Background: an optimization exercise with open tools, aiming at small area and a short achievable clock period. Do not read the settings as production practice. At most, simulation tests tie the RTL to the original design; equivalence was not proved. No functional check of the RTL was part of runs 4 to 6. Power is estimated from default activity; no workload was simulated.

### design.v
module float_add_lz(d, z, v);
    input  wire [63:0] d;
    output wire [5:0]  z;
    output wire        v;
    wire [31:0] v1;  wire [31:0]  z1;
    wire [15:0] v2;  wire [31:0]  z2;
    wire [7:0]  v3;  wire [23:0]  z3;
    wire [3:0]  v4;  wire [15:0]  z4;
    wire [1:0]  v5;  wire [9:0]   z5;
    genvar i;
    generate
        for (i = 0; i < 32; i = i + 1) begin : l1
            assign v1[i] = d[2*i+1] | d[2*i];
            assign z1[i] = ~d[2*i+1];
        end
        for (i = 0; i < 16; i = i + 1) begin : l2
            assign v2[i] = v1[2*i+1] | v1[2*i];
            assign z2[2*i+1:2*i] = v1[2*i+1] ? {1'b0, z1[2*i+1]} : {1'b1, z1[2*i]};
        end
        for (i = 0; i < 8; i = i + 1) begin : l3
            assign v3[i] = v2[2*i+1] | v2[2*i];
            assign z3[3*i+2:3*i] = v2[2*i+1] ? {1'b0, z2[4*i+3:4*i+2]} : {1'b1, z2[4*i+1:4*i]};
        end
        for (i = 0; i < 4; i = i + 1) begin : l4
            assign v4[i] = v3[2*i+1] | v3[2*i];
            assign z4[4*i+3:4*i] = v3[2*i+1] ? {1'b0, z3[6*i+5:6*i+3]} : {1'b1, z3[6*i+2:6*i]};
        end
        for (i = 0; i < 2; i = i + 1) begin : l5
            assign v5[i] = v4[2*i+1] | v4[2*i];
            assign z5[5*i+4:5*i] = v4[2*i+1] ? {1'b0, z4[8*i+7:8*i+4]} : {1'b1, z4[8*i+3:8*i]};
        end
    endgenerate
    assign v = v5[1] | v5[0];
    assign z = v5[1] ? {1'b0, z5[9:5]} : {1'b1, z5[4:0]};
endmodule
module float_add(clk, rst, i_cip, i_vstart, i_vector_length, i_sj, i_sk,
                 i_v0, i_v1, i_v2, i_v3, i_v4, i_v5, i_v6, i_v7,
                 o_busy, o_result, err);
    input  wire        clk;
    input  wire        rst;
    input  wire [15:0] i_cip;
    input  wire        i_vstart;
    input  wire [6:0]  i_vector_length;
    input  wire [63:0] i_sj;
    input  wire [63:0] i_sk;
    input  wire [63:0] i_v0;
    input  wire [63:0] i_v1;
    input  wire [63:0] i_v2;
    input  wire [63:0] i_v3;
    input  wire [63:0] i_v4;
    input  wire [63:0] i_v5;
    input  wire [63:0] i_v6;
    input  wire [63:0] i_v7;
    output reg  [63:0] o_result;
    output wire        o_busy;
    output wire        err;
    reg [6:0] reservation_time;
    reg       busy_q;
    reg       sel_s;
    reg [7:0] sel_j, sel_k;
    wire [6:0] rt_next = rst ? 7'h7f :
                         i_vstart ? i_vector_length :
                         (reservation_time != 7'h7f) ? reservation_time - 7'd1 :
                         reservation_time;
    wire       scalar_next = &rt_next;
    wire [7:0] j_dec = 8'd1 << i_cip[5:3];
    wire [7:0] k_dec = 8'd1 << i_cip[2:0];
    always @(posedge clk) begin
        reservation_time <= rt_next;
        busy_q <= ~rt_next[6] | (rt_next[5:0] == 6'd0);
        sel_s  <= scalar_next;
        sel_j  <= scalar_next ? 8'd0 : i_vstart ? j_dec : sel_j;
        sel_k  <= scalar_next ? 8'd0 : i_vstart ? k_dec : sel_k;
    end
    assign o_busy = busy_q;
    wire [48:0] a, b;
    fadd_sel u_sel_a(.s(sel_s), .v(sel_j),
                     .xs({i_sj[63], i_sj[47:0]}), .x0({i_v0[63], i_v0[47:0]}),
                     .x1({i_v1[63], i_v1[47:0]}), .x2({i_v2[63], i_v2[47:0]}),
                     .x3({i_v3[63], i_v3[47:0]}), .x4({i_v4[63], i_v4[47:0]}),
                     .x5({i_v5[63], i_v5[47:0]}), .x6({i_v6[63], i_v6[47:0]}),
                     .x7({i_v7[63], i_v7[47:0]}), .y(a));
    fadd_sel u_sel_b(.s(sel_s), .v(sel_k),
                     .xs({i_sk[63], i_sk[47:0]}), .x0({i_v0[63], i_v0[47:0]}),
                     .x1({i_v1[63], i_v1[47:0]}), .x2({i_v2[63], i_v2[47:0]}),
                     .x3({i_v3[63], i_v3[47:0]}), .x4({i_v4[63], i_v4[47:0]}),
                     .x5({i_v5[63], i_v5[47:0]}), .x6({i_v6[63], i_v6[47:0]}),
                     .x7({i_v7[63], i_v7[47:0]}), .y(b));
    wire [14:0] ea, eb;
    wire        jgt, far_ab, far_ba;
    wire [5:0]  dab, dba;
    fadd_exp u_exp(.s(sel_s), .vj(sel_j), .vk(sel_k),
                   .xj(i_sj[62:48]), .xk(i_sk[62:48]),
                   .x0(i_v0[62:48]), .x1(i_v1[62:48]), .x2(i_v2[62:48]), .x3(i_v3[62:48]),
                   .x4(i_v4[62:48]), .x5(i_v5[62:48]), .x6(i_v6[62:48]), .x7(i_v7[62:48]),
                   .ea(ea), .eb(eb), .jgt(jgt), .far_ab(far_ab), .far_ba(far_ba),
                   .dab(dab), .dba(dba));
    wire        is_add = (i_cip[15:9] == 7'b0110010);
    wire        sub = a[48] ^ b[48] ^ ~is_add;
    reg [47:0] ca1, cb1;
    reg [14:0] ea1, eb1;
    reg [5:0]  dab1, dba1;
    reg        jgt1, sa1, sub1, far_ab1, far_ba1;
    always @(posedge clk) begin
        ca1   <= a[47:0];
        cb1   <= b[47:0] ^ {48{sub}};
        ea1   <= ea;
        eb1   <= eb;
        dab1  <= dab;
        dba1  <= dba;
        jgt1  <= jgt;
        sa1   <= a[48];
        sub1  <= sub;
        far_ab1 <= far_ab;
        far_ba1 <= far_ba;
    end
    assign err = far_ab1 | far_ba1;
    wire [47:0] xa  = jgt1 ? ca1 : cb1;
    wire [47:0] y1  = jgt1 ? cb1 : ca1;
    wire [5:0]  sh1 = jgt1 ? dab1 : dba1;
    wire        fill1 = sub1 & jgt1;
    wire [47:0] t5 = sh1[5] ? {{32{fill1}}, y1[47:32]}  : y1;
    wire [47:0] t4 = sh1[4] ? {{16{fill1}}, t5[47:16]} : t5;
    wire [47:0] t3 = sh1[3] ? {{8{fill1}},  t4[47:8]}  : t4;
    wire [47:0] t2 = sh1[2] ? {{4{fill1}},  t3[47:4]}  : t3;
    wire [47:0] t1 = sh1[1] ? {{2{fill1}},  t2[47:2]}  : t2;
    wire [47:0] yb = sh1[0] ? {fill1,       t1[47:1]}  : t1;
    reg [47:0] x2, y2;
    reg [14:0] e2;
    reg        sa2, sub2;
    always @(posedge clk) begin
        x2   <= xa;
        y2   <= yb;
        e2   <= (jgt1 ? ea1 : eb1) + 15'd1;
        sa2  <= sa1;
        sub2 <= sub1;
    end
    wire [47:0] s2;
    wire        c2;
    fadd_add48 u_add(.x(x2), .y(y2), .s(s2), .co(c2));
    reg [47:0] s3;
    reg        c3, sub3, sa3;
    reg [14:0] e3;
    always @(posedge clk) begin
        s3   <= s2;
        c3   <= c2;
        sub3 <= sub2;
        sa3  <= sa2;
        e3   <= e2;
    end
    wire [47:0] ones;       
    fadd_ones48 u_ones(.d(s3), .o(ones));
    wire [48:0] m3 = {~sub3 & c3, s3 ^ ({48{sub3}} & (ones | {48{~c3}}))};
    reg [48:0] m4;
    reg        sg4;
    reg [14:0] e4;
    always @(posedge clk) begin
        m4  <= m3;
        sg4 <= sa3 ^ (sub3 & ~c3);
        e4  <= e3;
    end
    wire [5:0] lz;
    wire       nz;
    float_add_lz u_lz(.d({m4, 15'h7fff}), .z(lz), .v(nz));
    reg [48:0] m5;
    reg [5:0]  lz5;
    reg        zero5, sg5;
    reg [14:0] e5;
    always @(posedge clk) begin
        m5    <= m4;
        lz5   <= lz;
        zero5 <= ~|m4;
        sg5   <= sg4;
        e5    <= e4;
    end
    wire [48:0] n5 = m5 << lz5;
    always @(posedge clk)
        o_result <= {sg5, zero5 ? 15'd0 : e5 - {9'd0, lz5}, n5[48:1]};
endmodule
module fadd_sel(s, v, xs, x0, x1, x2, x3, x4, x5, x6, x7, y);
    input  wire        s;
    input  wire [7:0]  v;
    input  wire [48:0] xs, x0, x1, x2, x3, x4, x5, x6, x7;
    output wire [48:0] y;
    assign y = ({49{s}}    & xs) |
               ({49{v[0]}} & x0) | ({49{v[1]}} & x1) | ({49{v[2]}} & x2) |
               ({49{v[3]}} & x3) | ({49{v[4]}} & x4) | ({49{v[5]}} & x5) |
               ({49{v[6]}} & x6) | ({49{v[7]}} & x7);
endmodule
module fadd_exp(s, vj, vk, xj, xk, x0, x1, x2, x3, x4, x5, x6, x7,
                ea, eb, jgt, far_ab, far_ba, dab, dba);
    input  wire        s;
    input  wire [7:0]  vj, vk;
    input  wire [14:0] xj, xk, x0, x1, x2, x3, x4, x5, x6, x7;
    output wire [14:0] ea, eb;
    output wire        jgt, far_ab, far_ba;
    output wire [5:0]  dab, dba;
    assign ea = ({15{s}}     & xj) |
                ({15{vj[0]}} & x0) | ({15{vj[1]}} & x1) | ({15{vj[2]}} & x2) |
                ({15{vj[3]}} & x3) | ({15{vj[4]}} & x4) | ({15{vj[5]}} & x5) |
                ({15{vj[6]}} & x6) | ({15{vj[7]}} & x7);
    assign eb = ({15{s}}     & xk) |
                ({15{vk[0]}} & x0) | ({15{vk[1]}} & x1) | ({15{vk[2]}} & x2) |
                ({15{vk[3]}} & x3) | ({15{vk[4]}} & x4) | ({15{vk[5]}} & x5) |
                ({15{vk[6]}} & x6) | ({15{vk[7]}} & x7);
    function carry16;
        input [15:0] x, y;
        reg   [15:0] g, p;
        reg   [7:0]  g1, p1;
        reg   [3:0]  g2, p2;
        reg   [1:0]  g3, p3;
        integer i;
        begin
            g = x & y;
            p = x | y;
            for (i = 0; i < 8; i = i + 1) begin
                g1[i] = g[2*i+1] | (p[2*i+1] & g[2*i]);
                p1[i] = p[2*i+1] & p[2*i];
            end
            for (i = 0; i < 4; i = i + 1) begin
                g2[i] = g1[2*i+1] | (p1[2*i+1] & g1[2*i]);
                p2[i] = p1[2*i+1] & p1[2*i];
            end
            for (i = 0; i < 2; i = i + 1) begin
                g3[i] = g2[2*i+1] | (p2[2*i+1] & g2[2*i]);
                p3[i] = p2[2*i+1] & p2[2*i];
            end
            carry16 = g3[1] | (p3[1] & g3[0]);
        end
    endfunction
    function far_above;
        input [14:0] x, y;
        reg   [15:0] u, v, k, s, c;
        begin
            u = {1'b0, x};
            v = {1'b0, ~y};
            k = 16'd32720;
            s = u ^ v ^ k;
            c = (u & v) | (u & k) | (v & k);
            far_above = carry16(s, {c[14:0], 1'b0});
        end
    endfunction
    assign jgt = carry16({ea, 1'b0}, {~eb, 1'b0});
    assign far_ab = far_above(ea, eb);
    assign far_ba = far_above(eb, ea);
    assign dab = ea[5:0] - eb[5:0];
    assign dba = eb[5:0] - ea[5:0];
endmodule
module fadd_add48(x, y, s, co);
    input  wire [47:0] x, y;
    output wire [47:0] s;
    output wire        co;
    wire [47:0] g [0:6];
    wire [47:0] p [0:6];
    assign g[0] = x & y;
    assign p[0] = x ^ y;
    genvar l, i;
    generate
        for (l = 0; l < 6; l = l + 1) begin : lev
            for (i = 0; i < 48; i = i + 1) begin : bt
                if ((i >> l) & 1) begin : comb
                    localparam integer J = ((i >> l) << l) - 1;
                    assign g[l+1][i] = g[l][i] | (p[l][i] & g[l][J]);
                    assign p[l+1][i] = p[l][i] & p[l][J];
                end else begin : pass
                    assign g[l+1][i] = g[l][i];
                    assign p[l+1][i] = p[l][i];
                end
            end
        end
    endgenerate
    assign s  = p[0] ^ {g[6][46:0], 1'b0};
    assign co = g[6][47];
endmodule
module fadd_ones48(d, o);
    input  wire [47:0] d;
    output wire [47:0] o;
    wire [47:0] t [0:6];
    assign t[0] = d;
    genvar l, i;
    generate
        for (l = 0; l < 6; l = l + 1) begin : lev
            for (i = 0; i < 48; i = i + 1) begin : bt
                if ((i >> l) & 1) begin : comb
                    localparam integer J = ((i >> l) << l) - 1;
                    assign t[l+1][i] = t[l][i] & t[l][J];
                end else begin : pass
                    assign t[l+1][i] = t[l][i];
                end
            end
        end
    endgenerate
    assign o = {t[6][46:0], 1'b1};
endmodule
### flow/run.sh
#!/bin/bash
# The standard layout (standard.sh: ORFS from synthesis to the final
# layout) with two changes:
#  - synthesis is the standard flow's own script (synth_recipe.tcl) except that Yosys's
#    abc pass runs delay-targeted ABC scripts from flow/ (see
#    flow/abc_proc.tcl) in place of ORFS's default ABC script, and that
#    ADDER_MAP_FILE is empty, so ORFS does not extract full and half
#    adder cells before abc and abc maps all the logic itself. Neither
#    touches the registers, so they are the standard synthesis's.
#  - the port buffers that ORFS inserts at placement are buf_1 cells.
#    Every input and output port still gets its own buffer.
# ORFS keeps each step's log in orfs/logs; make's output goes to
# standard.log here.
set -euo pipefail
here=$PWD
export BUFFER_PORTS_ARGS="-buffer_cell sky130_fd_sc_hd__buf_1"
export FLOW_ABC_DIR=$here/flow
export ADDER_MAP_FILE=
cat flow/abc_proc.tcl synth_recipe.tcl > flow_synth.tcl
sed "s#SYNTH_SCRIPT=[^ ]*#SYNTH_SCRIPT=$here/flow_synth.tcl#" standard.sh > flow_standard.sh
grep -q "SYNTH_SCRIPT=$here/flow_synth.tcl" flow_standard.sh
bash flow_standard.sh > standard.log 2>&1
### flow/abc_d1100.script
strash
dch -f
map -D 1100
topo
stime -c
buffer -c
upsize -c -D 1100
dnsize -c -D 1100
### flow/abc_d1200.script
strash
dch -f
map -D 1200
topo
stime -c
buffer -c
upsize -c -D 1200
dnsize -c -D 1200
### flow/abc_d400.script
strash
dch -f
map -D 400
topo
stime -c
buffer -c
upsize -c -D 400
dnsize -c -D 400
### flow/abc_d500.script
strash
dch -f
map -D 500
topo
stime -c
buffer -c
upsize -c -D 500
dnsize -c -D 500
### flow/abc_proc.tcl
# abc as the standard flow's synthesis calls it, but with ABC scripts of our own, each
# a delay-targeted mapping (dch + map -D) carrying its own target, so no
# -D: the operand select with 400 ps, the exponent select and compare with 500 ps,
# then everything else with 1200 ps. abc maps only the combinational
# logic; the registers are left as the standard flow's synthesis made them.
proc abc {args} {
  set i [lsearch -exact $args -script]
  if {$i >= 0} { set args [lreplace $args $i [expr {$i + 1}]] }
  set j [lsearch -exact $args -D]
  if {$j >= 0} { set args [lreplace $args $j [expr {$j + 1}]] }
  set d $::env(FLOW_ABC_DIR)
  yosys abc -script $d/abc_d400.script {*}$args fadd_sel
  yosys abc -script $d/abc_d1100.script {*}$args fadd_exp
  yosys abc -script $d/abc_d1200.script {*}$args
}
### standard.sh
#!/bin/bash
# synth_recipe.tcl (not shown) runs the flow's synth.tcl, then flattens the netlist and writes it again
# the make line also repeats each setting of config.mk as NAME=value (left out here)
make -C /OpenROAD-flow-scripts/flow DESIGN_CONFIG=/design/flow/config.mk WORK_HOME=/design/flow/orfs CLKGATE_MAP_FILE= SYNTH_SCRIPT=/design/flow/synth_recipe.tcl "${@:-finish}"
### config.mk
export PLATFORM = sky130hd
export DESIGN_NAME = float_add
export DESIGN_NICKNAME = float_add
export VERILOG_FILES = /design/flow/design.v
export SDC_FILE = /design/flow/constraint.sdc
export NUM_CORES = 4
export LEC_CHECK = 0
export CAP_MARGIN = 20
export CORE_MARGIN = 2
export CORE_UTILIZATION = 40
export CTS_CLUSTER_DIAMETER = 80
export CTS_CLUSTER_SIZE = 30
export SETUP_SLACK_MARGIN = 3.5
export SLEW_MARGIN = 20
export SYNTH_HIERARCHICAL = 1
### constraint.sdc
create_clock -name core_clock -period 6.0 [get_ports {clk}]
set_input_delay 1.2000 -clock core_clock [delete_from_list [all_inputs] [get_ports {clk}]]
set_output_delay 1.2000 -clock core_clock [all_outputs]
set_load 0.01 [all_outputs]
==> results.toml, run 1 <==
[detailed_routing]
drt-pass1-iter-count = 7
vias = 35400
wire_per_inst_um = 24.8
route.detailed.drc = 0
drt-initial-drc-count = 4077
viasPerCell = 5.77
wl_mm = 152
postRouteAntennaNets = 0

[placement]
dp_worst_setup_slack_ns = 2.20
place_congestion = 0.998
dp_hpwl_mm = 116
port_buffers = 728
post-place-cells = 5947
place_area_mm2 = 0.0348

[global_route]
grt_max_degree = 65
grt_usage_pct = 34.8
grt-ovfl-total = 0
first_global_vias = 31700
grt_pass1_wl_mm = 211
antenna_found_initial = 78

[sta]
final_max_slew_viol_count = 0
min_period_over_period_pct = 41.9
rsz0062_at_grt = "yes"
tns_ns = 0
hold_viol = 0
fin_crit_ns = 2.51
relSlewSlack_pct = 45.6
tightest_slew_ns = 0.808
fmax_mhz = 398
whs_ns = 0.322
skew_ns = 0.0378
setup_ws_ns = 3.49
setup_violations = 0

[setup_path]
ff2ff_path_depth = 11
rrSetupSlack_ns = 3.52
critPathRequiredTime_ns = 4.80
cp.depth = 2
critPathMaxFanout = 1
crit_type = "flip-flop to output port"
arrival_ns = 1.31
cp_top_family = "flip-flops"
cpPeakStageDelay_ns = 0.31
crit_path_cell_trace = "or2_4 -> buf_6"
crit_path_top_delay_cell = "dfxtp_1"
r2r_end = "far_ab1$_DFF_P_"
critPathCaptureType = "output port"
path_buf_inv = 1
cp-startpoint = "far_ba1$_DFF_P_"
r2r_start = "sel_k[4]$_SDFFE_PP0P_"
critPathLaunchType = "flip-flop"
critPathCapture = "err"

[run]
cap_viol_max_count = 0

[cts]
clkLatencyLatePin_ns = 0.64
htreeDepth = 1
clk_pin_slew_worst_paths_ns = 0.11
tritoncts = "done"
cts-root-buf = "clkbuf_16"
clockBufferDepth = 3
cts_sinks = 548
cts-buffers-inserted = 28

[floorplan]
dieHeight_um = 285
die_w_um = 285
num_rows = 102
ioPinCount = 732
die_area_mm2 = 0.0810
core_mm2 = 0.0777
initial_core_util_pct = 40.5

[power]
switching_share_pct = 49.8
pwr-share-seq_pct = 29.5
power_frac_comb_pct = 60.1
pwr-share-clk_pct = 10.5
p_per_area_mw_per_mm2 = 586
internal_power_mw = 11.2
total_power_mw = 22.3
p_leak_nw = 15.3
power_switching_mw = 11.1
irDropWorstVdd_v = 0.000379

[layout]
drive_above_1_share_pct = 8.73
fin_area_mm2 = 0.0380
syn2layout_area_growth_pct = 20.7
finalNonFillerCells = 6140
final_util_pct = 48.9
final_nets = 5695

[synthesis]
avgSynthCellArea_um2 = 7.23
syn_area_mm2 = 0.0315
synth_warnings = 10
syn_inst = 4359

[hold_path]
hold_path_class = "flip-flop to flip-flop"

[status]
outcome = "timing/DRC/antenna clean"
## how the worst min path moves through the flow
| stage | startpoint | cells after the start | slack, ns | to |
|---|---|---|---|---|
| 2_1_floorplan | e2[0]$_DFF_P_ | 0 | 0.31 | e3[0]$_DFF_P_ |
| 3_3_place_gp | e2[10]$_DFF_P_ | 0 | 0.31 | e3[10]$_DFF_P_ |
| 3_5_place_dp | e3[5]$_DFF_P_ | 0 | 0.31 | e4[5]$_DFF_P_ |
| 4_1_cts | e3[11]$_DFF_P_ | 0 | 0.32 | e4[11]$_DFF_P_ |
| 5_1_grt | e3[4]$_DFF_P_ | 0 | 0.32 | e4[4]$_DFF_P_ |
| 6_report | e3[4]$_DFF_P_ | 0 | 0.32 | e4[4]$_DFF_P_ |
## power groups by stage
stage,Combinational (mW),Sequential [mW],Clock [mW]
4_1_cts,12.3,6.54,2.38
3_3_place_gp,11.6,6.63,0
5_1_grt,14.7,6.74,2.51
6_report,13.4,6.56,2.33
3_5_place_dp,11.7,6.65,0
2_1_floorplan,8.53,6.30,0
## final cells by class
type,instances,area [um^2]
Antenna cell,51,128
Timing Repair Buffer,871,4610
Clock buffer,32,716
Clock inverter,18,284
Tap cell,1040,1300
Timing Repair inverter,3,17.5
Sequential cell,548,11000
Inverter,265,1060
Multi-Input combinational cell,3312,18900
Fill cell,8040,39700
## layout by cell type, fill, tap and decap left out, types with 14 or more instances in the layout
cell type  instances
o221ai_1          15
nor4_1            25
o21ai_0          328
a21oi_1          211
o211ai_1          50
buf_12            20
a21oi_2           27
clkbuf_16         41
nand4_1          137
nor2_1           333
a211oi_1          17
mux2i_1           41
nor2_2            25
o22ai_1           28
buf_1            726
diode_2           51
nand3_1          100
a22oi_1          346
a31oi_1           18
a22o_1           105
o21ai_2           24
xor2_1            70
nand2_2           14
o21ai_1          102
conb_1            29
buf_4             80
xnor2_1           69
inv_1            247
or2_2             15
nand3b_1          14
nand2_1          951
nor3_1            23
and2_1            23
dfxtp_1          527
## flip-flops by register name (all words and copies together), names as in the netlist, 48 cells and up
register and cells:
ca1 48, cb1 48, m4 49, m5 49, o_result 64, s3 48, x2 48, y2 48
## routing by layer
metal / up-vias / wire (um) / GRT usage [%]
met3: 338 / 14100 / 6.93
met1: 16600 / 62800 / 46.6
met5: - / 148 / 0
met4: 24 / 8250 / 16.0
li1: 16700 / - / -
met2: 1822 / 66900 / 53.7
## repair_timing
action	in CTS	in global routing
gates resized for setup	97	190
endpoints found under the setup margin	161	145
buffers inserted	27	45
pin swaps	8	29
cloned	6	14
hold endpoints to repair	0	0
hold buffers	0	0
==> run 2, diff against run 1 <==
--- a/config.mk
+++ b/config.mk
@@ -14,2 +14,3 @@
 export SLEW_MARGIN = 20
 export SYNTH_HIERARCHICAL = 1
+export TNS_END_PERCENT = 60
==> results.toml, run 2 <==
[detailed_routing]
route.detailed.drc = 0
wl_mm = 150
routed.top_layer = "met5"
drt-pass1-iter-count = 7
viasPerCell = 5.73
met1_length_mm = 62.3
vias = 35000
postRouteAntennaNets = 0
route.met2.wl_mm = 65.3
met3_length_mm = 15.1
wire_per_inst_um = 24.6
drt-initial-drc-count = 3814

[setup_path]
ff2ff_path_depth = 8
cp-startpoint = "far_ba1$_DFF_P_"
cpPeakStageDelay_ns = 0.31
r2r_start = "sel_s$_DFF_P_"
crit_path_cell_trace = "or2_4 -> buf_6"
critPathRequiredTime_ns = 4.80
crit_path_top_delay_cell = "dfxtp_1"
arrival_ns = 1.34
cp_top_family = "flip-flops"
critPathCaptureType = "output port"
path_buf_inv = 1
critPathMaxFanout = 1
crit_type = "flip-flop to output port"
critPathCapture = "err"
r2r_end = "cb1[15]$_DFF_P_"
rrSetupSlack_ns = 3.47
cp.depth = 2
critPathLaunchType = "flip-flop"

[placement]
place_congestion = 1.00
post-place-cells = 5946
port_buffers = 728
dp_hpwl_mm = 118
dp_worst_setup_slack_ns = 2.21

[sta]
hold_viol = 0
relSlewSlack_pct = 40.7
fin_crit_ns = 2.54
fmax_mhz = 394
tightest_slew_ns = 0.889
setup_ws_ns = 3.46
final_max_slew_viol_count = 0
skew_ns = 0.0360
setup_violations = 0
tns_ns = 0
min_period_over_period_pct = 42.3
rsz0062_at_grt = "yes"

[hold_path]
hold_path_class = "flip-flop to flip-flop"

[power]
pwr-share-clk_pct = 11.2
irDropWorstVdd_v = 0.000299
internal_power_mw = 11.1
power_frac_comb_pct = 59.2
total_power_mw = 22.2
pwr-share-seq_pct = 29.6
p_per_area_mw_per_mm2 = 590
p_leak_nw = 15.2
switching_share_pct = 49.8
power_switching_mw = 11.1

[layout]
top_regs = "o_result x64, m4 x49, m5 x49"
finalNonFillerCells = 6109
drive_above_1_share_pct = 8.24
largest_register_ffs = 64
final_cell_mix = "nand2_1, buf_1, dfxtp_1"
final_nets = 5668
largest-register = "o_result"
syn2layout_area_growth_pct = 19.4
mostFrequentLayoutCell = "nand2_1"

[cts]
cts_sinks = 548
cts-root-buf = "clkbuf_16"
clkLatencyLatePin_ns = 0.64
htreeDepth = 1
clk_pin_slew_worst_paths_ns = 0.11
clockBufferDepth = 3
tritoncts = "done"
cts-buffers-inserted = 30

[run]
cap_viol_max_count = 0

[status]
outcome = "timing/DRC/antenna clean"

[floorplan]
dieHeight_um = 285
die_area_mm2 = 0.0810
core_mm2 = 0.0777
initial_core_util_pct = 40.5
num_rows = 102
die_w_um = 285
ioPinCount = 732

[global_route]
grt-ovfl-total = 0
grt_usage_pct = 35.1
grt_max_degree = 60
first_global_vias = 32000
grt_pass1_wl_mm = 212
antenna_found_initial = 78

[synthesis]
avgSynthCellArea_um2 = 7.23
synth_warnings = 10
syn_area_mm2 = 0.0315
syn_inst = 4359
[run 2: area by class of cell]
class,instances,area (um^2)
repair inverters,3,21.3
fillers,8080,40100
diodes,47,118
flip-flops and latches,548,11000
inverters,265,1050
clock inverters,22,367
multi-input cells,3311,18900
well taps,1040,1300
repair buffers,843,4150
clock buffers,30,751
[run 2: repair_timing]
item,4_1_cts,5_1_grt
pin swaps,6,18
endpoints found under the setup margin,166,120
hold buffers,0,0
gates resized for setup,112,169
setup buffers,21,30
gates cloned,7,6
[run 2: metal layers]
layer / GRT usage [%] / up-vias
met3: 9.34 / 339
li1: - / 16600
met4: 15.8 / 32
met1: 45.9 / 16300
met2: 54.0 / 1766
met5: 0 / -
[run 2: worst min path at each step]
| stage | startpoint | end | slack [ns] | cells past startpoint |
|---|---|---|---|---|
| after floorplan | e2[0]$_DFF_P_ | e3[0]$_DFF_P_ | 0.31 | 0 |
| after global placement | e3[10]$_DFF_P_ | e4[10]$_DFF_P_ | 0.31 | 0 |
| after detailed placement | e2[14]$_DFF_P_ | e3[14]$_DFF_P_ | 0.31 | 0 |
| after CTS | e2[11]$_DFF_P_ | e3[11]$_DFF_P_ | 0.32 | 0 |
| after global routing | e2[11]$_DFF_P_ | e3[11]$_DFF_P_ | 0.33 | 0 |
| final | e2[11]$_DFF_P_ | e3[11]$_DFF_P_ | 0.32 | 0 |
[run 2: power groups by stage]
| stage | clock network, mW | registers (mW) | logic [mW] |
|---|---|---|---|
| floorplan | 0 | 6.30 | 8.52 |
| global placement | 0 | 6.60 | 11.6 |
| detailed placement | 0 | 6.62 | 11.7 |
| CTS | 2.53 | 6.54 | 12.3 |
| global route | 2.67 | 6.75 | 14.5 |
| finish | 2.48 | 6.58 | 13.1 |
[run 2: stage by stage]
step	util [%]	hold slack [ns]	area, um^2
3_3_place_gp	44.8	0.310	34800
4_1_cts	47.2	0.322	36700
6_report	48.4	0.323	37600
5_1_grt	48.3	0.335	37600
3_5_place_dp	44.8	0.312	34800
2_1_floorplan	-	0.310	31600
[run 2: worst reg2reg max path: stages, from the launching register on]
cell     delay, ns
dfxtp_4       0.43
buf_4         0.22
a22o_1        0.24
a21oi_1       0.16
nand4_1       0.28
xor2_1        0.32
xnor2_2       0.17
buf_12        0.34
xor2_1        0.27
==> run 3, diff against run 2 <==
--- a/config.mk
+++ b/config.mk
@@ -11,6 +11,5 @@
 export CTS_CLUSTER_DIAMETER = 80
 export CTS_CLUSTER_SIZE = 30
-export SETUP_SLACK_MARGIN = 3.5
+export SETUP_SLACK_MARGIN = 3.6
 export SLEW_MARGIN = 20
 export SYNTH_HIERARCHICAL = 1
-export TNS_END_PERCENT = 60
==> results.toml, run 3 <==
[hold_path]
holdPathEnd = "e5[3]$_DFF_P_"
holdCritStartpoint = "e4[3]$_DFF_P_"
holdPathStages = 0
hold_path_class = "flip-flop to flip-flop"

[sta]
setup_violations = 0
fmax_mhz = 394
min_period_over_period_pct = 42.3
tns_ns = 0
hold_viol = 0
fin_crit_ns = 2.54
rsz0062_at_grt = "yes"
relSlewSlack_pct = 36.8
final_max_slew_viol_count = 0
tightest_slew_ns = 0.938
skew_ns = 0.0233
setup_ws_ns = 3.46

[placement]
dp_hpwl_mm = 118
port_buffers = 728
place_congestion = 0.988
place_area_mm2 = 0.0349
dp_worst_setup_slack_ns = 2.13

[setup_path]
critPathCaptureType = "output port"
arrival_ns = 1.34
cp-startpoint = "far_ba1$_DFF_P_"
critPathMaxFanout = 1
crit_path_cell_trace = "or2_4 -> buf_6"
cp_top_family = "flip-flops"
r2r_end = "c3$_DFF_P_"
r2r_start = "x2[18]$_DFF_P_"
cpPeakStageDelay_ns = 0.31
critPathRequiredTime_ns = 4.80
rrSetupSlack_ns = 3.53
path_buf_inv = 1
crit_path_top_delay_cell = "dfxtp_1"
critPathLaunchType = "flip-flop"
ff2ff_path_depth = 12
crit_type = "flip-flop to output port"
cp.depth = 2

[detailed_routing]
vias = 35400
postRouteAntennaNets = 0
viasPerCell = 5.76
drt-pass1-iter-count = 6
route.detailed.drc = 0
wire_per_inst_um = 24.6
drt-initial-drc-count = 4105
wl_mm = 151

[layout]
final_cell_mix = "nand2_1, buf_1, dfxtp_1"
mostFrequentLayoutCell = "nand2_1"
final_nets = 5701
drive_above_1_share_pct = 11.3
fin_area_mm2 = 0.0387
largest_register_ffs = 64
fill_cells = 8054
top_regs = "o_result x64, m4 x49, m5 x49"
largest-register = "o_result"
syn2layout_area_growth_pct = 22.8

[synthesis]
avgSynthCellArea_um2 = 7.23
syn_area_mm2 = 0.0315
synth_warnings = 10
syn_inst = 4359

[global_route]
first_global_vias = 32100
grt_max_degree = 60
antenna_found_initial = 74
grt-ovfl-total = 0
grt_pass1_wl_mm = 213
grt_usage_pct = 35.1

[cts]
cts_sinks = 548
tritoncts = "done"
cts-root-buf = "clkbuf_16"
cts-buffers-inserted = 28
clockBufferDepth = 3
htreeDepth = 1
clk_pin_slew_worst_paths_ns = 0.11
clkLatencyLatePin_ns = 0.64

[floorplan]
die_area_mm2 = 0.0810
die_w_um = 285
ioPinCount = 732
initial_core_util_pct = 40.5
dieHeight_um = 285
core_mm2 = 0.0777
num_rows = 102

[power]
p_leak_nw = 15.5
irDropWorstVdd_v = 0.000338
total_power_mw = 23.5
p_per_area_mw_per_mm2 = 607

[run]
cap_viol_max_count = 0

[status]
outcome = "timing/DRC/antenna clean"
==> run 3: through the flow <==
| step | utilization, % | hold WS [ns] | std cells |
|---|---|---|---|
| final | 49.8 | 0.325 | 6142 |
| after global placement | 44.9 | 0.312 | 5945 |
| after CTS | 47.7 | 0.320 | 6039 |
| after detailed placement | 44.9 | 0.312 | 5945 |
| after global routing | 49.7 | 0.331 | 6124 |
| after floorplan | - | 0.310 | 4386 |
==> run 3: timing repair <==
item                                    in CTS  in global routing
endpoints found under the setup margin     197                155
gates resized for setup                    180                309
gates cloned                                10                  7
hold buffers                                 0                  0
pin swaps                                   19                 62
setup buffers                               39                 44
==> run 3: metal layers <==
layer  wire [um]  global-route usage (%)  up-vias
li1            -                       -    16700
met1       62400                    48.0    16500
met2       66200                    53.7     1889
met3       15700                    7.09      326
met4        6650                    14.8       20
met5         109                       0        -
==> run 3: worst max-delay path by stage <==
stage | end | slack [ns]
2_1_floorplan | cb1[28]$_DFF_P_ | 3.42
3_3_place_gp | sel_k[3]$_SDFFE_PP0P_ | 2.25
3_5_place_dp | sel_j[1]$_SDFFE_PP0P_ | 2.13
4_1_cts | err | 3.43
5_1_grt | err | 3.43
6_report | err | 3.46
==> run 3: area by class of cell <==
| cell class | instances | area, um^2 | area share (%) |
|---|---|---|---|
| inverter | 265 | 1100 | 2.85 |
| sequential | 548 | 11000 | 28.5 |
| timing repair buffer | 878 | 4610 | 11.9 |
| tap | 1040 | 1300 | 3.36 |
| timing repair inverter | 2 | 10.0 | 0.0259 |
| antenna | 52 | 130 | 0.336 |
| multi-input combinational | 3312 | 19500 | 50.3 |
| clock inverter | 16 | 323 | 0.834 |
| clock buffer | 29 | 714 | 1.85 |
==> run 3: power by group <==
group,switching [mW],leakage [nW],internal (mW)
Clock,1.36,0.494,1.04
Combinational,9.17,10.4,5.37
Sequential,1.10,4.62,5.46
Total,11.6,15.5,11.9
==> run 4, diff against run 3 <==
--- a/design.v
+++ b/design.v
@@ -104,5 +104,5 @@
     always @(posedge clk) begin
         ca1   <= a[47:0];
-        cb1   <= b[47:0] ^ {48{sub}};
+        cb1   <= b[47:0];
         ea1   <= ea;
         eb1   <= eb;
@@ -116,6 +116,7 @@
     end
     assign err = far_ab1 | far_ba1;
-    wire [47:0] xa  = jgt1 ? ca1 : cb1;
-    wire [47:0] y1  = jgt1 ? cb1 : ca1;
+    wire [47:0] cbx = cb1 ^ {48{sub1}};
+    wire [47:0] xa  = jgt1 ? ca1 : cbx;
+    wire [47:0] y1  = jgt1 ? cbx : ca1;
     wire [5:0]  sh1 = jgt1 ? dab1 : dba1;
     wire        fill1 = sub1 & jgt1;
--- a/flow/abc_proc.tcl
+++ b/flow/abc_proc.tcl
@@ -11,5 +11,5 @@
   set d $::env(FLOW_ABC_DIR)
   yosys abc -script $d/abc_d400.script {*}$args fadd_sel
-  yosys abc -script $d/abc_d1100.script {*}$args fadd_exp
+  yosys abc -script $d/abc_d500.script {*}$args fadd_exp
   yosys abc -script $d/abc_d1200.script {*}$args
 }
--- a/config.mk
+++ b/config.mk
@@ -11,5 +11,5 @@
 export CTS_CLUSTER_DIAMETER = 80
 export CTS_CLUSTER_SIZE = 30
-export SETUP_SLACK_MARGIN = 3.6
+export SETUP_SLACK_MARGIN = 3.5
 export SLEW_MARGIN = 20
 export SYNTH_HIERARCHICAL = 1
removed: flow/abc_d1100.script
==> results.toml, run 4 <==
[setup_path]
cp.depth = 2
critPathCapture = "err"
critPathRequiredTime_ns = 4.80
cp_top_family = "flip-flops"
crit_path_top_delay_cell = "dfxtp_1"
crit_type = "flip-flop to output port"
r2r_start = "sel_k[6]$_SDFFE_PP0P_"
critPathCaptureType = "output port"
r2r_end = "dab1[5]$_DFF_P_"
cpPeakStageDelay_ns = 0.31
critPathMaxFanout = 1
ff2ff_path_depth = 11
path_buf_inv = 1
rrSetupSlack_ns = 3.52
critPathLaunchType = "flip-flop"
crit_path_cell_trace = "or2_4 -> buf_6"
cp-startpoint = "far_ba1$_DFF_P_"
arrival_ns = 1.31

[power]
total_power_mw = 23.0
internal_power_mw = 11.4
p_per_area_mw_per_mm2 = 599
power_switching_mw = 11.7
switching_share_pct = 50.7
power_frac_comb_pct = 59.7
p_leak_nw = 15.3
pwr-share-clk_pct = 12.1
pwr-share-seq_pct = 28.2
irDropWorstVdd_v = 0.000299

[placement]
post-place-cells = 6032
dp_worst_setup_slack_ns = 2.19
place_congestion = 1.04
dp_hpwl_mm = 129
port_buffers = 728

[global_route]
antenna_found_initial = 115
grt_use_met2_pct = 54.6
first_global_vias = 32900
grt_usage_pct = 36.6
grt_max_degree = 90
met1_usage_pct = 47.7
grt-ovfl-total = 0
grt_pass1_wl_mm = 226
use_met3_pct = 9.37
grt_most_used_layer = "met2"

[detailed_routing]
vias = 36800
drt-initial-drc-count = 4608
viasPerCell = 5.89
wl_mm = 165
route.detailed.drc = 0
postRouteAntennaNets = 0
wire_per_inst_um = 26.4
drt-pass1-iter-count = 9

[floorplan]
die_w_um = 290
dieHeight_um = 290
core_mm2 = 0.0808
initial_core_util_pct = 40.5
num_rows = 104
die_area_mm2 = 0.0841
ioPinCount = 732

[sta]
final_max_slew_viol_count = 0
hold_viol = 0
relSlewSlack_pct = 30.4
setup_ws_ns = 3.49
fin_crit_ns = 2.51
skew_ns = 0.0501
tightest_slew_ns = 1.01
fmax_mhz = 398
tns_ns = 0
min_period_over_period_pct = 41.9
setup_violations = 0
rsz0062_at_grt = "yes"

[cts]
cts-root-buf = "clkbuf_16"
cts-buffers-inserted = 35
cts_sinks = 548
tritoncts = "done"
clk_pin_slew_worst_paths_ns = 0.10
clkLatencyLatePin_ns = 0.61
clockBufferDepth = 3
htreeDepth = 2

[layout]
largest_register_ffs = 64
mostFrequentLayoutCell = "nand2_1"
top_regs = "o_result x64, m4 x49, m5 x49"
final_nets = 5740
final_cell_mix = "nand2_1, buf_1, dfxtp_1"
largest-register = "o_result"
drive_above_1_share_pct = 8.75
syn2layout_area_growth_pct = 17.4
finalNonFillerCells = 6243
final_util_pct = 47.5

[run]
cap_viol_max_count = 0

[status]
outcome = "timing/DRC/antenna clean"

[synthesis]
syn_area_mm2 = 0.0327
syn_inst = 4458
avgSynthCellArea_um2 = 7.34
synth_warnings = 10

[hold_path]
hold_path_class = "flip-flop to flip-flop"
## run 4: layout make-up
cell class | count | area [um^2]
Antenna cell | 83 | 208
Clock buffer | 38 | 940
Clock inverter | 25 | 358
Fill cell | 8450 | 42400
Inverter | 205 | 831
Multi-Input combinational cell | 3459 | 19800
Sequential cell | 548 | 11000
Tap cell | 1060 | 1330
Timing Repair Buffer | 822 | 3860
Timing Repair inverter | 3 | 36.3
## run 4: worst min path at each step
stage / slack (ns) / startpoint / cells past startpoint / end
5_1_grt: 0.32 / e3[12]$_DFF_P_ / 0 / e4[12]$_DFF_P_
3_5_place_dp: 0.31 / e2[5]$_DFF_P_ / 0 / e3[5]$_DFF_P_
6_report: 0.32 / e3[12]$_DFF_P_ / 0 / e4[12]$_DFF_P_
2_1_floorplan: 0.31 / e2[0]$_DFF_P_ / 0 / e3[0]$_DFF_P_
3_3_place_gp: 0.31 / sg4$_DFF_P_ / 0 / sg5$_DFF_P_
4_1_cts: 0.32 / e3[12]$_DFF_P_ / 0 / e4[12]$_DFF_P_
## run 4: per-layer routing
layer,up-vias,wire length [um],share of wire [%]
li1,17100,-,-
met1,17200,66100,40
met2,2061,70500,43
met3,396,17800,11
met4,20,10100,6.1
met5,-,118,0.072
## run 4: what timing repair did
action,CTS,global route
setup buffers,21,29
hold buffers,0,0
setup endpoints to repair,145,97
resized for setup,83,98
gates cloned,6,9
pin swaps,8,10
## run 4: power by group through the flow
stage	sequential (mW)	clock (mW)	combinational, mW
3_3_place_gp	6.52	0	12.2
2_1_floorplan	6.17	0	9.06
5_1_grt	6.63	2.97	15.0
3_5_place_dp	6.53	0	12.2
6_report	6.48	2.79	13.7
4_1_cts	6.47	2.84	12.7
## run 4: metrics by stage
stage / hold slack (ns) / cell area (um^2)
finish: 0.324 / 38400
global route: 0.323 / 38400
CTS: 0.325 / 37400
detailed placement: 0.312 / 35600
global placement: 0.310 / 35600
floorplan: 0.310 / 32800
==> run 5, diff against run 4 <==
--- a/design.v
+++ b/design.v
@@ -59,4 +59,6 @@
     reg       sel_s;
     reg [7:0] sel_j, sel_k;
+    reg       nsel_s;
+    reg [7:0] nsel_j, nsel_k;
     wire [6:0] rt_next = rst ? 7'h7f :
                          i_vstart ? i_vector_length :
@@ -72,4 +74,7 @@
         sel_j  <= scalar_next ? 8'd0 : i_vstart ? j_dec : sel_j;
         sel_k  <= scalar_next ? 8'd0 : i_vstart ? k_dec : sel_k;
+        nsel_s <= ~scalar_next;
+        nsel_j <= scalar_next ? 8'hff : i_vstart ? ~j_dec : nsel_j;
+        nsel_k <= scalar_next ? 8'hff : i_vstart ? ~k_dec : nsel_k;
     end
     assign o_busy = busy_q;
@@ -90,5 +95,5 @@
     wire        jgt, far_ab, far_ba;
     wire [5:0]  dab, dba;
-    fadd_exp u_exp(.s(sel_s), .vj(sel_j), .vk(sel_k),
+    fadd_exp u_exp(.ns(nsel_s), .nvj(nsel_j), .nvk(nsel_k),
                    .xj(i_sj[62:48]), .xk(i_sk[62:48]),
                    .x0(i_v0[62:48]), .x1(i_v1[62:48]), .x2(i_v2[62:48]), .x3(i_v3[62:48]),
@@ -104,5 +109,5 @@
     always @(posedge clk) begin
         ca1   <= a[47:0];
-        cb1   <= b[47:0];
+        cb1   <= b[47:0] ^ {48{sub}};
         ea1   <= ea;
         eb1   <= eb;
@@ -116,7 +121,6 @@
     end
     assign err = far_ab1 | far_ba1;
-    wire [47:0] cbx = cb1 ^ {48{sub1}};
-    wire [47:0] xa  = jgt1 ? ca1 : cbx;
-    wire [47:0] y1  = jgt1 ? cbx : ca1;
+    wire [47:0] xa  = jgt1 ? ca1 : cb1;
+    wire [47:0] y1  = jgt1 ? cb1 : ca1;
     wire [5:0]  sh1 = jgt1 ? dab1 : dba1;
     wire        fill1 = sub1 & jgt1;
@@ -189,9 +193,12 @@
                ({49{v[6]}} & x6) | ({49{v[7]}} & x7);
 endmodule
-module fadd_exp(s, vj, vk, xj, xk, x0, x1, x2, x3, x4, x5, x6, x7,
+module fadd_exp(ns, nvj, nvk, xj, xk, x0, x1, x2, x3, x4, x5, x6, x7,
                 ea, eb, jgt, far_ab, far_ba, dab, dba);
-    input  wire        s;
-    input  wire [7:0]  vj, vk;
+    input  wire        ns;
+    input  wire [7:0]  nvj, nvk;
     input  wire [14:0] xj, xk, x0, x1, x2, x3, x4, x5, x6, x7;
+    wire        s  = ~ns;
+    wire [7:0]  vj = ~nvj;
+    wire [7:0]  vk = ~nvk;
     output wire [14:0] ea, eb;
     output wire        jgt, far_ab, far_ba;
--- a/config.mk
+++ b/config.mk
@@ -9,7 +9,5 @@
 export CORE_MARGIN = 2
 export CORE_UTILIZATION = 40
-export CTS_CLUSTER_DIAMETER = 80
-export CTS_CLUSTER_SIZE = 30
-export SETUP_SLACK_MARGIN = 3.5
+export SETUP_SLACK_MARGIN = 3.4
 export SLEW_MARGIN = 20
 export SYNTH_HIERARCHICAL = 1
==> results.toml, run 5 <==
[global_route]
grt_use_met2_pct = 55.1
grt_most_used_layer = "met2"
use_met3_pct = 11.5
met1_usage_pct = 47.0
first_global_vias = 34100
grt_max_degree = 65
grt_usage_pct = 37.2
grt_pass1_wl_mm = 233
antenna_found_initial = 88
grt-ovfl-total = 0

[layout]
final_util_pct = 48.6
mostFrequentLayoutCell = "nand2_1"
drive_above_1_share_pct = 8.90
final_cell_mix = "nand2_1, buf_1, dfxtp_1"
largest_register_ffs = 64
top_regs = "o_result x64, m4 x49, m5 x49"
syn2layout_area_growth_pct = 20.2
final_nets = 5895
largest-register = "o_result"

[cts]
tritoncts = "done"
cts-buffers-inserted = 61
cts-root-buf = "clkbuf_16"
hold_buffers = 0
clk_pin_slew_worst_paths_ns = 0.06
clkLatencyLatePin_ns = 0.64
htreeDepth = 2
cts_sinks = 565
clockBufferDepth = 3

[setup_path]
critPathRequiredTime_ns = 6.52
critPathMaxFanout = 18
cp_top_family = "simple AND/OR/NAND/NOR gates"
crit_type = "flip-flop to flip-flop"
crit_path_cell_trace = "inv_2 -> nand2_1 -> o221a_2 -> nand4_1 -> nand2_1 -> nand2_1 -> a31oi_1 -> nand2_1 -> a21oi_1 -> nand2_1"
cpPeakStageDelay_ns = 0.55
path_buf_inv = 1
cpMostUsedCell = "nand2_1"
critPathLaunchType = "flip-flop"
critPathCaptureType = "flip-flop"
arrival_ns = 3.12
crit_path_top_delay_cell = "dfxtp_1"

[floorplan]
initial_core_util_pct = 40.5
ioPinCount = 732
dieHeight_um = 292
die_area_mm2 = 0.0854
num_rows = 105
core_mm2 = 0.0821
die_w_um = 292

[synthesis]
avgSynthCellArea_um2 = 7.25
syn_inst = 4585
synth_warnings = 10
syn_area_mm2 = 0.0332

[sta]
setup_violations = 0
rsz0062_at_grt = "yes"
min_period_over_period_pct = 43.3
tightest_slew_ns = 0.934
hold_viol = 0
tns_ns = 0
final_max_slew_viol_count = 0
relSlewSlack_pct = 36.1
skew_ns = 0.0194
fmax_mhz = 385
fin_crit_ns = 2.60

[placement]
port_buffers = 728
dp_hpwl_mm = 131
place_congestion = 1.07

[power]
pwr-share-seq_pct = 29.4
p_leak_nw = 16.4
irDropWorstVdd_v = 0.000294
p_per_area_mw_per_mm2 = 553
pwr-share-clk_pct = 17.6
internal_power_mw = 11.7
switching_share_pct = 47.2
power_frac_comb_pct = 53.0
power_switching_mw = 10.4

[detailed_routing]
route.detailed.drc = 0
postRouteAntennaNets = 0
wl_mm = 169
vias = 38000
viasPerCell = 5.92
wire_per_inst_um = 26.3
drt-pass1-iter-count = 8
drt-initial-drc-count = 4463

[run]
cap_viol_max_count = 0

[status]
outcome = "timing/DRC/antenna clean"

[hold_path]
hold_path_class = "flip-flop to flip-flop"
==> run 5: changes by cell type in the layout (fill, tap and decap cells not counted), moves of 17 or more <==
cell / delta
a22oi_1: +17
clkbuf_16: +26
dfxtp_2: +17
diode_2: -18
inv_1: +60
mux2i_1: +19
nand3_1: -98
nor2_1: +20
o211ai_1: -21
o21ai_0: +39
o21ai_1: +34
xnor2_1: -22
xor2_1: +20
==> run 5: metrics by stage <==
stage | cell area (um^2) | total power, mW | worst slack (ns) | hold WS (ns) | instances
finish | 39900 | 22.1 | 3.40 | 0.323 | 6414
global placement | 36300 | 17.1 | 1.81 | 0.311 | 6169
CTS | 38900 | 21.4 | 3.33 | 0.326 | 6302
global route | 39900 | 23.5 | 3.38 | 0.330 | 6393
detailed placement | 36300 | 17.2 | 1.74 | 0.312 | 6169
floorplan | 33300 | 13.9 | 3.41 | 0.310 | 4612
==> run 5: path summary, 6_finish.rpt <==
check | start | end | slack, ns | depth (start not counted)
worst min register to register | e4[6]$_DFF_P_ | e5[6]$_DFF_P_ | 0.32 | 0
worst min-delay path | e4[6]$_DFF_P_ | e5[6]$_DFF_P_ | 0.32 | 0
worst max-delay path | nsel_k[3]$_SDFFE_PP1P_ | far_ab1$_DFF_P_ | 3.40 | 10
worst max register to register | nsel_k[3]$_SDFFE_PP1P_ | far_ab1$_DFF_P_ | 3.40 | 10
==> run 5: timing repair <==
| action | in CTS | in global routing |
|---|---|---|
| resized for setup | 77 | 124 |
| buffers inserted | 13 | 36 |
| cloned | 7 | 11 |
| setup endpoints to repair | 156 | 119 |
| pin swaps | 5 | 20 |
==> run 5: power groups by stage <==
stage                     Sequential [mW]  Clock (mW)  Combinational [mW]
after floorplan                      6.26           0                7.63
after global placement               6.53           0                10.6
after detailed placement             6.55           0                10.6
after CTS                            6.48        3.95                10.9
after global routing                 6.66        4.10                12.8
final                                6.50        3.89                11.7
==> run 5: layout make-up <==
cell class                 count  area (um^2)
tap                         1070         1340
timing repair inverter         3         26.3
inverter                     278         1130
fill                        8479        42200
sequential                   565        11400
timing repair buffer         820         3830
antenna                       65          163
clock buffer                  75         1690
clock inverter                38          439
multi-input combinational   3500        20000
==> run 5: worst reg2reg max path: cells and delay by family (launching register included) <==
kind                   cells  cell delay (ns)
buffers and inverters      1             0.33
AOI/OAI and AO/OA          3             0.53
and+or+nand+nor            6             1.07
DFF                        1             0.55
==> run 5: routing by layer <==
layer | vias to the layer above | part of all wire (%) | wire length [um]
met3 | 528 | 11 | 19300
met4 | 30 | 7.5 | 12600
met5 | - | 0.11 | 183
li1 | 17600 | - | -
met1 | 17600 | 39 | 66000
met2 | 2202 | 42 | 70400
==> run 6, diff against run 5 <==
--- a/config.mk
+++ b/config.mk
@@ -9,4 +9,6 @@
 export CORE_MARGIN = 2
 export CORE_UTILIZATION = 40
+export CTS_CLUSTER_DIAMETER = 80
+export CTS_CLUSTER_SIZE = 30
 export SETUP_SLACK_MARGIN = 3.4
 export SLEW_MARGIN = 20
==> results.toml, run 6 <==
[global_route]
antenna_found_initial = 85
grt_pass1_wl_mm = 232
grt_usage_pct = 37.0
grt-ovfl-total = 0
first_global_vias = 33800
grt_max_degree = 65

[sta]
min_period_over_period_pct = 43.2
relSlewSlack_pct = 34.0
setup_violations = 0
skew_ns = 0.0396
hold_viol = 0
rsz0062_at_grt = "yes"
final_max_slew_viol_count = 0
fin_crit_ns = 2.59
tns_ns = 0
tightest_slew_ns = 0.965
fmax_mhz = 385

[placement]
dp_hpwl_mm = 131
place_congestion = 1.07
port_buffers = 728

[synthesis]
synth_warnings = 10
syn_inst = 4585
syn_area_mm2 = 0.0332
avgSynthCellArea_um2 = 7.25

[detailed_routing]
viasPerCell = 5.94
wire_per_inst_um = 26.4
postRouteAntennaNets = 0
drt-initial-drc-count = 4576
wl_mm = 168
vias = 37800
drt-pass1-iter-count = 6
route.detailed.drc = 0

[setup_path]
critPathLaunchType = "flip-flop"
critPathRequiredTime_ns = 6.48
crit_type = "flip-flop to flip-flop"
arrival_ns = 3.08
critPathCaptureType = "flip-flop"
critPathMaxFanout = 18

[layout]
mostFrequentLayoutCell = "nand2_1"
drive_above_1_share_pct = 7.88
largest_register_ffs = 64
largest-register = "o_result"
top_regs = "o_result x64, m4 x49, m5 x49"
final_nets = 5872
syn2layout_area_growth_pct = 17.3
fill_cells = 8597
final_cell_mix = "nand2_1, buf_1, dfxtp_1"

[floorplan]
die_area_mm2 = 0.0854
num_rows = 105
initial_core_util_pct = 40.5
die_w_um = 292
dieHeight_um = 292
core_mm2 = 0.0821
ioPinCount = 732

[cts]
clkLatencyLatePin_ns = 0.61
tritoncts = "done"
cts-buffers-inserted = 34
cts_sinks = 565
clockBufferDepth = 3
hold_buffers = 0
clk_pin_slew_worst_paths_ns = 0.10
htreeDepth = 2
cts-root-buf = "clkbuf_16"

[status]
outcome = "timing/DRC/antenna clean"

[run]
cap_viol_max_count = 0

[power]
p_per_area_mw_per_mm2 = 533
total_power_mw = 20.8
irDropWorstVdd_v = 0.000236
p_leak_nw = 16.0

[hold_path]
hold_path_class = "flip-flop to flip-flop"
-- run 6: changes by cell type in the layout (fill, tap and decap cells not counted), sizes merged --
cell / previous run / this run
buf: 810 / 816
diode: 65 / 62
clkinv: 24 / 13
inv: 278 / 287
clkbuf: 83 / 41
clkinvlp: 11 / 6
bufinv: 6 / 0
-- run 6: cell type report --
cell class	instances	area [um^2]	area share, %
diodes	62	155	0.398
clock buffers	35	876	2.25
clock inverters	25	334	0.857
inverters	278	1120	2.88
multi-input cells	3500	19900	51.1
flip-flops and latches	565	11400	29.1
well taps	1070	1340	3.43
repair buffers	824	3870	9.93
repair inverters	3	26.3	0.0674
-- run 6: power by group --
part | total, mW | internal, mW | switching, mW
Sequential | 6.49 | 5.43 | 1.06
Combinational | 11.6 | 3.92 | 7.69
Clock | 2.68 | 1.18 | 1.50
-- run 6: repair_timing --
item / CTS / global route
buffers inserted: 14 / 41
cloned: 7 / 9
gates resized for setup: 67 / 106
pin swaps: 5 / 12
endpoints found under the setup margin: 156 / 155
-- run 6: worst paths after layout --
path | start | cells after the start | slack, ns | end
setup / recovery | nsel_k[3]$_SDFFE_PP1P_ | 10 | 3.41 | far_ab1$_DFF_P_
setup reg to reg | nsel_k[3]$_SDFFE_PP1P_ | 10 | 3.41 | far_ab1$_DFF_P_
hold reg to reg | e4[1]$_DFF_P_ | 0 | 0.33 | e5[1]$_DFF_P_
hold / removal | e4[1]$_DFF_P_ | 0 | 0.33 | e5[1]$_DFF_P_
-- run 6: critical path, stage by stage, from the launching register on --
cell	delay [ns]
dfxtp_1	0.57
inv_2	0.31
nand2_1	0.18
o221a_2	0.19
nand4_1	0.31
nand2_1	0.28
nand2_1	0.10
a31oi_1	0.20
nand2_1	0.09
a21oi_1	0.15
nand2_1	0.08
-- run 6: metrics by stage --
| stage | setup WS, ns | hold WS, ns | utilization [%] | instance area (um^2) | std cells |
|---|---|---|---|---|---|
| finish | 3.41 | 0.332 | 47.5 | 39000 | 6362 |
| floorplan | 3.41 | 0.310 | - | 33300 | 4612 |
| detailed placement | 1.74 | 0.312 | 44.2 | 36300 | 6169 |
| global placement | 1.81 | 0.311 | 44.2 | 36300 | 6169 |
| global route | 3.36 | 0.340 | 47.4 | 38900 | 6341 |
| CTS | 3.35 | 0.336 | 46.3 | 38000 | 6250 |
-- run 6: metal layers --
metal	part of all wire (%)	GRT usage, %
met3	11	11.2
met5	0.13	0
met2	42	54.6
met1	40	47.1
met4	7.2	23.2
==> run 7, diff against run 6 <==
--- a/design.v
+++ b/design.v
@@ -59,6 +59,4 @@
     reg       sel_s;
     reg [7:0] sel_j, sel_k;
-    reg       nsel_s;
-    reg [7:0] nsel_j, nsel_k;
     wire [6:0] rt_next = rst ? 7'h7f :
                          i_vstart ? i_vector_length :
@@ -74,7 +72,4 @@
         sel_j  <= scalar_next ? 8'd0 : i_vstart ? j_dec : sel_j;
         sel_k  <= scalar_next ? 8'd0 : i_vstart ? k_dec : sel_k;
-        nsel_s <= ~scalar_next;
-        nsel_j <= scalar_next ? 8'hff : i_vstart ? ~j_dec : nsel_j;
-        nsel_k <= scalar_next ? 8'hff : i_vstart ? ~k_dec : nsel_k;
     end
     assign o_busy = busy_q;
@@ -95,5 +90,5 @@
     wire        jgt, far_ab, far_ba;
     wire [5:0]  dab, dba;
-    fadd_exp u_exp(.ns(nsel_s), .nvj(nsel_j), .nvk(nsel_k),
+    fadd_exp u_exp(.s(sel_s), .vj(sel_j), .vk(sel_k),
                    .xj(i_sj[62:48]), .xk(i_sk[62:48]),
                    .x0(i_v0[62:48]), .x1(i_v1[62:48]), .x2(i_v2[62:48]), .x3(i_v3[62:48]),
@@ -193,12 +188,9 @@
                ({49{v[6]}} & x6) | ({49{v[7]}} & x7);
 endmodule
-module fadd_exp(ns, nvj, nvk, xj, xk, x0, x1, x2, x3, x4, x5, x6, x7,
+module fadd_exp(s, vj, vk, xj, xk, x0, x1, x2, x3, x4, x5, x6, x7,
                 ea, eb, jgt, far_ab, far_ba, dab, dba);
-    input  wire        ns;
-    input  wire [7:0]  nvj, nvk;
+    input  wire        s;
+    input  wire [7:0]  vj, vk;
     input  wire [14:0] xj, xk, x0, x1, x2, x3, x4, x5, x6, x7;
-    wire        s  = ~ns;
-    wire [7:0]  vj = ~nvj;
-    wire [7:0]  vk = ~nvk;
     output wire [14:0] ea, eb;
     output wire        jgt, far_ab, far_ba;
==> flow/abc_d1100.script (new file) <==
strash
dch -f
map -D 1100
topo
stime -c
buffer -c
upsize -c -D 1100
dnsize -c -D 1100
==> flow/abc_d1500.script (new file) <==
strash
dch -f
map -D 1500
topo
stime -c
buffer -c
upsize -c -D 1500
dnsize -c -D 1500
==> flow/abc_proc.tcl (replaced) <==
# abc as the standard flow's synthesis calls it, but with ABC scripts of our own, each
# a delay-targeted mapping (dch + map -D) carrying its own target, so no
# -D: the operand select with 400 ps, the exponent select and compare with
# 1100 ps, then everything else with 1200 ps. abc maps only the combinational
# logic; the registers are left as the standard flow's synthesis made them.
proc abc {args} {
  set i [lsearch -exact $args -script]
  if {$i >= 0} { set args [lreplace $args $i [expr {$i + 1}]] }
  set j [lsearch -exact $args -D]
  if {$j >= 0} { set args [lreplace $args $j [expr {$j + 1}]] }
  set d $::env(FLOW_ABC_DIR)
  yosys abc -script $d/abc_d400.script {*}$args fadd_sel
  yosys abc -script $d/abc_d1100.script {*}$args fadd_exp
  yosys abc -script $d/abc_d1500.script {*}$args fadd_add48 fadd_ones48 float_add_lz
  yosys abc -script $d/abc_d1200.script {*}$args
}
--- a/config.mk
+++ b/config.mk
@@ -11,5 +11,5 @@
 export CTS_CLUSTER_DIAMETER = 80
 export CTS_CLUSTER_SIZE = 30
-export SETUP_SLACK_MARGIN = 3.4
+export SETUP_SLACK_MARGIN = 3.5
 export SLEW_MARGIN = 20
 export SYNTH_HIERARCHICAL = 1
removed: flow/abc_d500.script
==> results.toml, run 7 <==
[layout]
syn2layout_area_growth_pct = 20.3
largest-register = "o_result"
top_regs = "o_result x64, m4 x49, m5 x49"
fill_cells = 8003
final_cell_mix = "nand2_1, buf_1, dfxtp_1"
final_nets = 5575
largest_register_ffs = 64
mostFrequentLayoutCell = "nand2_1"
drive_above_1_share_pct = 7.91
final_util_pct = 48.3

[sta]
relSlewSlack_pct = 40.6
rsz0062_at_grt = "yes"
setup_ws_ns = 3.49
final_max_slew_viol_count = 0
tns_ns = 0
whs_ns = 0.323
hold_viol = 0
min_period_over_period_pct = 41.9
fmax_mhz = 398
setup_violations = 0
skew_ns = 0.0269
fin_crit_ns = 2.51
tightest_slew_ns = 0.890

[cts]
clk_pin_slew_worst_paths_ns = 0.11
cts-root-buf = "clkbuf_16"
hold_buffers = 0
cts_sinks = 548
cts-buffers-inserted = 29
tritoncts = "done"
clockBufferDepth = 3
htreeDepth = 1
clkLatencyLatePin_ns = 0.63

[setup_path]
critPathCaptureType = "output port"
r2r_end = "y2[22]$_DFF_P_"
critPathLaunchType = "flip-flop"
ff2ff_path_depth = 13
crit_type = "flip-flop to output port"
critPathRequiredTime_ns = 4.80
rrSetupSlack_ns = 3.55
critPathMaxFanout = 1
arrival_ns = 1.31
r2r_start = "jgt1$_DFF_P_"

[global_route]
first_global_vias = 30600
grt_max_degree = 60
grt_usage_pct = 34.2
antenna_found_initial = 88
grt-ovfl-total = 0
grt_pass1_wl_mm = 202

[floorplan]
num_rows = 102
die_w_um = 282
core_mm2 = 0.0771
die_area_mm2 = 0.0796
initial_core_util_pct = 40.2
ioPinCount = 732
dieHeight_um = 282

[run]
cap_viol_max_count = 0

[detailed_routing]
route.met2.wl_mm = 62.9
route.detailed.drc = 0
met3_length_mm = 15.2
drt-pass1-iter-count = 9
wl_mm = 145
vias = 34300
wire_per_inst_um = 24.1
routed.top_layer = "met5"
viasPerCell = 5.69
met1_length_mm = 57.9
postRouteAntennaNets = 0
drt-initial-drc-count = 3699

[power]
p_leak_nw = 14.9
p_per_area_mw_per_mm2 = 589
power_frac_comb_pct = 59.4
irDropWorstVdd_v = 0.000349
pwr-share-clk_pct = 10.8
power_switching_mw = 10.8
pwr-share-seq_pct = 29.9
switching_share_pct = 49.1
internal_power_mw = 11.2

[synthesis]
syn_inst = 4265
syn_area_mm2 = 0.0310
synth_warnings = 10
avgSynthCellArea_um2 = 7.26

[hold_path]
holdPathEnd = "e5[0]$_DFF_P_"
holdPathStages = 0
holdCritStartpoint = "e4[0]$_DFF_P_"
hold_path_class = "flip-flop to flip-flop"

[placement]
port_buffers = 728
place_congestion = 0.999
dp_worst_setup_slack_ns = 2.22
dp_hpwl_mm = 114

[status]
outcome = "timing/DRC/antenna clean"
[run 7: area by class of cell]
cell class	count	area [um^2]	area share, %
repair inverters	1	5.00	0.0134
clock buffers	31	743	2.00
well taps	1040	1300	3.49
diodes	61	153	0.410
flip-flops and latches	548	11000	29.6
inverters	246	975	2.62
multi-input cells	3242	18500	49.7
repair buffers	841	4260	11.4
clock inverters	20	270	0.726
[run 7: repair_timing]
item                                    CTS  global route
buffers inserted                         19            35
pin swaps                                 5            21
endpoints found under the setup margin  176           147
cloned                                    5             7
endpoints found under the hold margin     0             0
resized for setup                       119           188
[run 7: through the flow]
step / power, mW / cells / area, um^2
after floorplan: 14.6 / 4292 / 31100
after global placement: 17.9 / 5851 / 34300
after detailed placement: 18.0 / 5852 / 34300
after CTS: 20.9 / 5927 / 36000
after global routing: 23.7 / 6011 / 37200
final: 21.9 / 6030 / 37200
[run 7: worst max path at each step]
stage | end | slack (ns) | startpoint | cells after the start
global placement | sel_k[1]$_SDFFE_PP0P_ | 2.29 | i_vstart | 8
global route | o_result[62]$_SDFF_PP0_ | 3.36 | lz5[1]$_DFF_P_ | 14
CTS | err | 3.46 | far_ab1$_DFF_P_ | 2
finish | err | 3.49 | far_ab1$_DFF_P_ | 2
detailed placement | sel_j[6]$_SDFFE_PP0P_ | 2.22 | i_vstart | 8
floorplan | cb1[28]$_DFF_P_ | 3.42 | i_sj[63] | 8
[run 7: power by group through the flow]
stage,combinational [mW],sequential [mW],clock [mW]
after floorplan,8.31,6.30,0
after global placement,11.3,6.63,0
after detailed placement,11.4,6.64,0
after CTS,11.9,6.55,2.42
after global routing,14.4,6.73,2.55
final,13.0,6.55,2.36
[run 7: metal layers]
metal | global-route usage [%] | up-vias
met2 | 52.3 | 1759
met5 | 2.50 | -
met3 | 9.76 | 374
li1 | - | 16300
met4 | 17.7 | 28
met1 | 43.6 | 15900
[run 7: critical path, cell delays in order (launching register included)]
cell	delay (ns)
dfxtp_1	0.30
or2_4	0.27
buf_6	0.13

## re-timing with driven ports
In the flow no input, the clock included, has a driving cell. The finished layouts below were timed again as built, in two steps.
Step 1, drivers: a clkbuf_16 drives clk and a buf_2 each remaining input, both assumed.
Step 2 also shifts input and output timing later by t, the mid clock arrival at the registers, as if the neighbouring blocks saw the same clock.
Three values: ideal, step 1, step 2; two values: the first two.
| run | t, ns | setup slack, ns | worst setup path after step 2 | worst register clock-pin slew, ns | cell pins on the clock port's net |
|---|---|---|---|---|---|
| run 1 | 0.698 | 3.488 / 3.409 / 2.877 | input to register | 0.11 / 0.11 | 1 |
| run 2 | 0.702 | 3.460 / 3.380 / 2.848 | input to register | 0.11 / 0.11 | 1 |
| run 3 | 0.704 | 3.461 / 3.387 / 2.875 | input to register | 0.11 / 0.11 | 1 |
| run 4 | 0.657 | 3.488 / 3.411 / 2.846 | input to register | 0.11 / 0.11 | 1 |
| run 5 | 0.710 | 3.403 / 3.402 / 2.793 | input to register | 0.07 / 0.07 | 1 |
| run 6 | 0.661 | 3.406 / 3.351 / 2.853 | input to register | 0.11 / 0.11 | 1 |
| run 7 | 0.689 | 3.488 / 3.414 / 2.809 | input to register | 0.11 / 0.11 | 1 |
After both steps every run listed still meets setup and hold. For run 7, which loses most, drivers alone change the setup slack by -0.074 ns; drivers and shift together by -0.679 ns.
